What follows belongs to an exercise in optimizing a design on an open flow for small area; a production flow would make more cautious choices. Only simulation tests tie the RTL to the original design; equivalence was not proved. The flow treats the clock pin as an ideal source. Dropping or thinning the clock tree relies on that and would not hold on a real chip. No activity file was given, so power comes from the tool's default toggle rates.

== before ==
Design clock_divider, start of the top module:
module clock_divider
  #(parameter WIDTH = 8)
(
  input clk_in, nrst,
  input [WIDTH-1:0] scale,
  output clk_out
);
Size: roughly 98 cells after synthesis, ~34 flip-flops, ~0.0011 mm² of cells after synthesis.
Settings: LEC_CHECK=0, CAP_MARGIN=20, CORE_MARGIN=2, CORE_UTILIZATION=40, PLACE_DENSITY=0.6, SLEW_MARGIN=20; clock period 10.0 ns.
standard.sh (not shown) runs the stock make flow with config.mk's settings and CLKGATE_MAP_FILE= SYNTH_SCRIPT=/design/flow/synth_recipe.tcl, a recipe that flattens the netlist after the stock synthesis.
==> flow/flow/run.sh <==
#!/bin/bash
# Own layout flow: the standard flow (standard.sh) with three changes:
#  - synthesis is synth_recipe.tcl unchanged, except that ABC maps the logic with an
#    area script (flow/area.abc) instead of ORFS's speed script; registers are mapped
#    before ABC runs, so they are the standard synthesis's;
#  - ports get the smallest buffer (buf_1);
#  - the clock port drives two clkbuf_8 buffers, each driving half of the registers,
#    in place of TritonCTS's tree with dummy loads (flow/clock_buffers.tcl).
# Each tool's log is under orfs/logs/; make's own output is in flow_make.log.
set -euo pipefail
W=$(pwd)
F=$W/flow
{
  echo "proc abc {args} { set i [lsearch -exact \$args -script]; if {\$i >= 0} { lset args [expr {\$i + 1}] $F/area.abc }; yosys abc {*}\$args }"
  cat synth_recipe.tcl
} > my_synth.tcl
sed "s#SYNTH_SCRIPT=[^ ]*#SYNTH_SCRIPT=$W/my_synth.tcl#" standard.sh > my_standard.sh
grep -q "SYNTH_SCRIPT=$W/my_synth.tcl" my_standard.sh
cat > pre_cts.tcl <<EOF
source $F/clock_buffers.tcl
rename clock_tree_synthesis my_tritoncts
proc clock_tree_synthesis {args} { my_clock_buffers sky130_fd_sc_hd__clkbuf_8 2 }
EOF
export PRE_CTS_TCL=$W/pre_cts.tcl
export BUFFER_PORTS_ARGS="-buffer_cell sky130_fd_sc_hd__buf_1"
bash my_standard.sh finish > flow_make.log 2>&1
Other scripts of this flow, unchanged in this note and not shown: flow/flow/area.abc, flow/flow/clock_buffers.tcl
## Diff of input files: after against before
Settings: CORE_UTILIZATION changed from 40 to 20.
Notes after the runs:
Area: after vs before -> after larger
Delta (after minus before): cell area after placement +4.3%, internal power component ~0 delta, clock power +about 2%, pin slew with the least headroom to its limit ~0 delta, maximum frequency from static timing analysis +1.2%.
No run of this note takes its clock network from TritonCTS; it comes from the design's own scripts or RTL.

---

clock_divider again, from the RTL that the note above started with.
==> flow/config.mk <==
export PLATFORM = sky130hd
export DESIGN_NAME = clock_divider
export DESIGN_NICKNAME = clock_divider
export VERILOG_FILES = /design/flow/design.v
export SDC_FILE = /design/flow/constraint.sdc
export NUM_CORES = 4
export LEC_CHECK = 0
export CAP_MARGIN = 20
export CORE_MARGIN = 2
export CORE_UTILIZATION = 20
export PLACE_DENSITY = 0.6
export SLEW_MARGIN = 20
==> flow/constraint.sdc <==
create_clock -name core_clock -period 10.0 [get_ports {clk_in}]
set_input_delay 2.0000 -clock core_clock [delete_from_list [all_inputs] [get_ports {clk_in}]]
set_output_delay 2.0000 -clock core_clock [all_outputs]
set_load 0.01 [all_outputs]
==> flow/flow/run.sh <==
#!/bin/bash
# Own layout flow: the standard flow (standard.sh) with these changes:
#  - synthesis is synth_recipe.tcl, except that ABC maps the logic with several scripts
#    (ORFS's speed script and flow/abc_*.script) and the smallest mapping is kept
#    (flow/abc_pick.tcl), and Yosys's adder extraction (ADDER_MAP_FILE) is off, so adders
#    go through ABC too; registers are mapped before ABC runs, so they are the standard
#    synthesis's;
#  - ports get the smallest buffer (buf_1);
#  - the clock port drives NBUF clock buffers, each driving one group of registers,
#    in place of TritonCTS's tree with dummy loads (flow/clock_buffers.tcl).
# Each tool's log is under orfs/logs/; make's own output is in flow_make.log.
set -euo pipefail
W=$(pwd)
F=$W/flow
CLKBUF=${CLKBUF:-sky130_fd_sc_hd__clkbuf_8}
NBUF=${NBUF:-2}
export FLOW_ABC_SCRIPTS="$(ls $F/abc_*.script | tr '\n' ' ')"
{
  echo "source $F/abc_pick.tcl"
  cat synth_recipe.tcl
} > my_synth.tcl
sed -e "s#SYNTH_SCRIPT=[^ ]*#SYNTH_SCRIPT=$W/my_synth.tcl ADDER_MAP_FILE=#" standard.sh > my_standard.sh
grep -q "SYNTH_SCRIPT=$W/my_synth.tcl ADDER_MAP_FILE=" my_standard.sh
cat > pre_cts.tcl <<EOF
source $F/clock_buffers.tcl
rename clock_tree_synthesis my_tritoncts
proc clock_tree_synthesis {args} { my_clock_buffers $CLKBUF $NBUF }
EOF
export PRE_CTS_TCL=$W/pre_cts.tcl
export BUFFER_PORTS_ARGS="-buffer_cell sky130_fd_sc_hd__buf_1"
bash my_standard.sh finish > flow_make.log 2>&1
==> flow/flow/clock_buffers.tcl <==
# Clock distribution for a small design: the clock port drives NBUF clock buffers directly,
# each driving one group of registers (the groups split the registers by position).
proc my_clock_buffers { buf_master nbuf } {
  set block [ord::get_db_block]
  set master [[ord::get_db] findMaster $buf_master]
  set clk_net [$block findNet clk_in]
  $clk_net setSigType CLOCK
  set sinks {}
  foreach it [$clk_net getITerms] {
    set loc [[$it getInst] getLocation]
    lappend sinks [list $it [lindex $loc 0] [lindex $loc 1]]
  }
  # split by y into rows of groups, then by x
  set n [llength $sinks]
  set sinks [lsort -integer -index 2 $sinks]
  set groups {}
  set per [expr {int(ceil(double($n) / $nbuf))}]
  for {set g 0} {$g < $nbuf} {incr g} {
    lappend groups [lrange $sinks [expr {$g * $per}] [expr {min($n, ($g + 1) * $per) - 1}]]
  }
  set g 0
  foreach grp $groups {
    if { [llength $grp] == 0 } { continue }
    set net [odb::dbNet_create $block clknet_${g}_clk_in]
    $net setSigType CLOCK
    set inst [odb::dbInst_create $block $master clkbuf_${g}_clk_in]
    set sx 0; set sy 0
    foreach s $grp {
      set it [lindex $s 0]
      set sx [expr {$sx + [lindex $s 1]}]; set sy [expr {$sy + [lindex $s 2]}]
      $it disconnect
      $it connect $net
    }
    foreach it [$inst getITerms] {
      set m [[$it getMTerm] getName]
      if { $m == "A" } { $it connect $clk_net }
      if { $m == "X" } { $it connect $net }
    }
    $inst setLocation [expr {$sx / [llength $grp]}] [expr {$sy / [llength $grp]}]
    $inst setPlacementStatus PLACED
    puts "clock buffer $g ($buf_master) drives [llength $grp] registers"
    incr g
  }
}
Other scripts of this flow, unchanged in this note and not shown: flow/flow/abc_a.script, flow/flow/abc_b.script, flow/flow/abc_c.script, flow/flow/abc_d.script, flow/flow/abc_pick.tcl
The starting point completed with no timing, DRC or antenna violations.
Edit:
--- a/flow/flow/run.sh
+++ b/flow/flow/run.sh
@@ -13,6 +13,6 @@
 W=$(pwd)
 F=$W/flow
-CLKBUF=${CLKBUF:-sky130_fd_sc_hd__clkbuf_8}
-NBUF=${NBUF:-2}
+CLKBUF=${CLKBUF:-sky130_fd_sc_hd__clkbuf_4}
+NBUF=${NBUF:-3}
 export FLOW_ABC_SCRIPTS="$(ls $F/abc_*.script | tr '\n' ' ')"
 {
- PLACE_DENSITY: 0.6 -> 0.85
=> Via count rose by 2.5%. Design area goes down by 0.41%. Utilization barely changes.
Edit:
- PLACE_DENSITY: 0.85 -> 0.6
Result: The changed run finished clean; area after synthesis is unchanged; die area stays the same; maximum frequency went down by 0.35%; cell area does not change; first-iteration DRC count fell by 60%; worst setup slack got worse by 11 ps.
In every run of this note, the design's own scripts or RTL, not TritonCTS, make the clock network.

## re-timing with driven ports
The results above use ideal ports. As a check the final layouts listed here were re-extracted and re-timed, cells and wires unchanged. Step 1 assumes that a clkbuf_16 drives the clock port and a buf_2 every other input. Step 2, shift: input delay + t, output delay - t, t = (earliest + latest rising clock arrival at the registers) / 2. This alone moves slack from input paths to output paths. a / b / c = ideal / step 1 / step 2; a / b = the first two.
| run | t (ns) | setup WS [ns] | latest minus earliest clock arrival (ns) |
|---|---|---|---|
| before | 0.181 | 6.296 / 6.305 / 6.123 | 0.002 / 0.001 |
| after | 0.185 | 6.338 / 6.347 / 6.162 | 0.004 / 0.004 |
| the first run of note 2 | 0.187 | 6.873 / 6.877 / 6.690 | 0.004 / 0.004 |
| the second run of note 2 | 0.196 | 6.903 / 6.905 / 6.710 | 0.015 / 0.015 |
| the third run of note 2 | 0.197 | 6.892 / 6.894 / 6.697 | 0.017 / 0.016 |
After both steps every run listed still meets setup and hold. For the third run of note 2, which loses most, drivers alone change the setup slack by +0.002 ns; drivers and shift together by -0.195 ns.
